Context: an optimization exercise on an open-source flow, tuned for small area and a short achievable clock period. The choices shown serve that exercise and are no tape-out recipe.
In this exercise RTL edits were held to simulation tests only and were not proved equivalent to the original.
No activity file was given, so power comes from the tool's default toggle rates.

## birch
Design vi_exe, start of the top module:
module vi_exe(
input		clk_i,
input		rsn_i,
input		kill_i,
input	[31:0]	instr_i,
input	[31:0]	pc_i,
input	[31:0]	data_a_i,
input	[31:0]	data_b_i,
input	[4:0]	write_addr_i,
input		int_write_enable_i,
output	[31:0]	exe_result_o,
output		exe_illegal_o,
output	[4:0]	mult_wr_en_o,
output	[24:0]	mult_addr_o,
output	[31:0]	mult5_data_o,
output	[31:0]	mult5_instr_o,
output	[31:0]	mult5_pc_o);
wire clr = !rsn_i || kill_i;
wire	[31:0]	d_x, d_y;
wire		d_sub, d_eq, d_sum, d_br, d_sll, d_sys, d_mul, d_illegal;
alu_decode alu_decode(
	.instr_i	(instr_i),
	.pc_i		(pc_i),
	.data_a_i	(data_a_i),
	.data_b_i	(data_b_i),
	.x_o		(d_x),
	.y_o		(d_y),
	.sub_o		(d_sub),
	.eq_o		(d_eq),
	.sum_o		(d_sum),
	.br_o		(d_br),
	.sll_o		(d_sll),
	.sys_o		(d_sys),
	.mul_o		(d_mul),
	.illegal_o	(d_illegal)
);
wire		mul_f3 = instr_i[14:12] == 3'b000;
wire	[32:0]	b_ext = {data_b_i, 1'b0};
wire	[15:0]	d_booth_one, d_booth_two, d_booth_neg;
genvar gj;
generate
	for (gj = 0; gj < 16; gj = gj + 1) begin : booth_enc
		assign d_booth_one[gj] = mul_f3 & (b_ext[2*gj+1] ^ b_ext[2*gj]);
		assign d_booth_two[gj] = mul_f3 & ((b_ext[2*gj+2] & ~b_ext[2*gj+1] & ~b_ext[2*gj]) |
		                                   (~b_ext[2*gj+2] & b_ext[2*gj+1] & b_ext[2*gj]));
		assign d_booth_neg[gj] = mul_f3 & b_ext[2*gj+2] & ~(b_ext[2*gj+1] & b_ext[2*gj]);
	end
endgenerate
reg	[31:0]	exe_instruction;
reg	[31:0]	exe_pc;
  ...
Size in the first run: roughly 3,000 cells after synthesis, roughly 790 flip-flops.
Settings: LEC_CHECK=0, CAP_MARGIN=20, CORE_MARGIN=2, CORE_UTILIZATION=55, CTS_CLUSTER_DIAMETER=80, CTS_CLUSTER_SIZE=28, SLEW_MARGIN=20, SYNTH_HIERARCHICAL=1; clock period 10.0 ns.
standard.sh (not shown) runs the stock make flow with config.mk's settings and CLKGATE_MAP_FILE= SYNTH_SCRIPT=/design/flow/synth_recipe.tcl, a recipe that flattens the netlist after the stock synthesis.
==> flow/flow/run.sh <==
#!/bin/bash
set -euo pipefail
export SETUP_SLACK_MARGIN=6.8
export POST_GLOBAL_PLACE_TCL="$PWD/flow/ports.tcl"
export BUFFER_PORTS_ARGS="-buffer_cell sky130_fd_sc_hd__buf_2"
bash standard.sh > standard.log 2>&1
==> flow/flow/ports.tcl <==
# Run after global placement (POST_GLOBAL_PLACE_TCL): the flow's buffer_ports
# gave every port a buf_2; the input ports' buffers become buf_1 (the
# resizer may size them up again where timing needs it).
foreach inst [get_cells input*] {
  if {[get_property [get_lib_cells -of_objects $inst] name] == "sky130_fd_sc_hd__buf_2"} {
    replace_cell $inst sky130_fd_sc_hd__buf_1
  }
}
Per the final summary, birch finished and its layout is clean on timing, DRC and antenna.
### birch -> oak
- changing CORE_UTILIZATION from 55 to 40
==> flow/flow/run.sh <==
#!/bin/bash
set -euo pipefail
export SETUP_SLACK_MARGIN=6.8
export PRE_GLOBAL_PLACE_TCL="$PWD/flow/ports.tcl"
export BUFFER_PORTS_ARGS="-inputs -buffer_cell sky130_fd_sc_hd__buf_1"
bash standard.sh > standard.log 2>&1
==> flow/flow/ports.tcl <==
# Run before global placement: buffer the outputs with buf_2 here; the flow's
# own buffer_ports call (BUFFER_PORTS_ARGS) then buffers the inputs with buf_1.
buffer_ports -outputs -buffer_cell sky130_fd_sc_hd__buf_2
### Flow results
oak finished every stage and its layout cleared the timing, DRC and antenna checks. [compare] base=birch new=oak: initial antenna violation count grew by 8; aggregate global-route resource usage decreased by 7.4 points relative to the old numbers. From birch to oak the numbers moved as follows: period utilization did not really move; fraction of power spent switching nets went up; first-pass GRT wire length went down; die extent in x went up; fraction of standard cell area in multi-input logic went up. Worst hold slack across all endpoints on oak is behind birch. Looking at total via count in the routed design, oak sits below birch. Lower placed wire-length estimate among oak and birch: oak. oak packs its core looser than birch.

========
run 1:
vi_exe again, from the RTL that the note above started with.
==> flow/config.mk <==
export PLATFORM = sky130hd
export DESIGN_NAME = vi_exe
export DESIGN_NICKNAME = vi_exe
export VERILOG_FILES = /design/flow/design.v
export SDC_FILE = /design/flow/constraint.sdc
export NUM_CORES = 4
export LEC_CHECK = 0
export CAP_MARGIN = 20
export CORE_MARGIN = 2
export CORE_UTILIZATION = 40
export CTS_CLUSTER_DIAMETER = 80
export CTS_CLUSTER_SIZE = 28
export SLEW_MARGIN = 20
export SYNTH_HIERARCHICAL = 1
==> flow/constraint.sdc <==
create_clock -name core_clock -period 10.0 [get_ports {clk_i}]
set_input_delay 2.0000 -clock core_clock [delete_from_list [all_inputs] [get_ports {clk_i}]]
set_output_delay 2.0000 -clock core_clock [all_outputs]
set_load 0.01 [all_outputs]
==> flow/flow/run.sh <==
#!/bin/bash
set -euo pipefail
export SETUP_SLACK_MARGIN=6.8
export POST_GLOBAL_PLACE_TCL="$PWD/flow/ports.tcl"
export BUFFER_PORTS_ARGS="-buffer_cell sky130_fd_sc_hd__buf_2"
bash standard.sh > standard.log 2>&1
==> flow/flow/ports.tcl <==
# Run after global placement (POST_GLOBAL_PLACE_TCL): the flow's buffer_ports
# gave every port a buf_2; the input ports' buffers become buf_1 (the
# resizer may size them up again where timing needs it).
foreach inst [concat [get_cells input*] [get_cells output*]] {
  if {[get_property [get_lib_cells -of_objects $inst] name] == "sky130_fd_sc_hd__buf_2"} {
    replace_cell $inst sky130_fd_sc_hd__buf_1
  }
}
[inputs] run 2 vs run 1
- SLEW_MARGIN changed from 20 to 5
- CAP_MARGIN changed from 20 to 5
diff --git a/flow/flow/ports.tcl b/flow/flow/ports.tcl
--- a/flow/flow/ports.tcl
+++ b/flow/flow/ports.tcl
@@ -4 +4 @@
-foreach inst [concat [get_cells input*] [get_cells output*]] {
+foreach inst [get_cells input*] {
==> run summary <==
Run 1 -> run 2: layout multi-input combinational cell count flat
On switching power, run 2 does better than run 1.
In run 2 the combinational fraction of design power turned out 0.5 points higher than in run 1.
Compared run 2 vs run 1, and total power of the final layout is down in run 2.
As far as half-perimeter wire length after detailed placement is concerned, run 1 and run 2 perform about the same.
Iteration count of the initial detailed-routing pass: run 2 vs run 1 identical
Of run 2 and run 1, the higher headroom to the max-slew limit belongs to run 1.
Per the comparison of run 2 with run 1, met1 routed wirelength after detailed routing barely changed; routed wire length fell 0.81%.
As far as global-route usage is concerned, run 2 and run 1 perform about the same.
[inputs] run 3 vs run 2
- CAP_MARGIN changed from 5 to 20
- CTS_BUF_LIST newly set to sky130_fd_sc_hd__clkbuf_8
- SLEW_MARGIN changed from 5 to 20
- CTS_CLUSTER_SIZE changed from 28 to 20
- CTS_CLUSTER_DIAMETER changed from 80 to 60
Results
Run 3 contains more vias than run 2.
Run 2 -> run 3: combinational gate power flat
Going from run 2 to run 3, finished layout cell area grows by 2.5%.
Going from run 2 to run 3, power grew by a few percent.
Number of non-clock inverters: run 2 vs run 3 identical
Number of gates given a new drive strength after cts for run 3: 144 up relative to run 2
Cmp run 3 vs run 2: wire length on met1 lower in run 3
For run 3, the start point of the critical path was exe_result[31]$_DFF_P_, unlike run 2, where it was exe_x[23]$_DFF_P_.
Lower number of filler instances in the final layout goes to run 3 over run 2.
Run 3: count of nets after finishing is 0.99% higher than what run 2 reported.

static timing again, ports no longer ideal:
In the flow no input, the clock included, has a driving cell. The finished layouts below were timed again as built, in two steps.
Step 1, drivers: a clkbuf_16 drives clk_i and a buf_2 each remaining input, both assumed.
Step 2 adds t to the input delays and takes it off the output delays; t is the mean of the earliest and latest rising clock arrival at the registers after step 1. Input paths then give back, and output paths get back, about the clock's delay inside the block.
Slacks: no drivers / after step 1 / after step 2; pairs: no drivers / after step 1.
| run | shift t [ns] | setup slack, ns | worst setup path at the end | worst register clock-pin slew, ns | pins driven straight from the clock port |
|---|---|---|---|---|---|
| birch | 0.657 | 6.851 / 6.791 / 6.226 | input to register | 0.11 / 0.11 | 1 |
| oak | 0.693 | 6.846 / 6.812 / 6.304 | input to register | 0.11 / 0.11 | 1 |
| run 1 | 0.693 | 6.856 / 6.787 / 6.219 | input to register | 0.11 / 0.11 | 1 |
| run 2 | 0.678 | 6.847 / 6.791 / 6.241 | input to register | 0.11 / 0.11 | 1 |
| run 3 | 0.780 | 6.768 / 6.712 / 6.180 | input to register | 0.12 / 0.12 | 1 |
After both steps setup and hold are still met in every run listed. The setup slack of run 1, which loses most, moves by -0.069 ns with the drivers and by -0.637 ns with both steps.
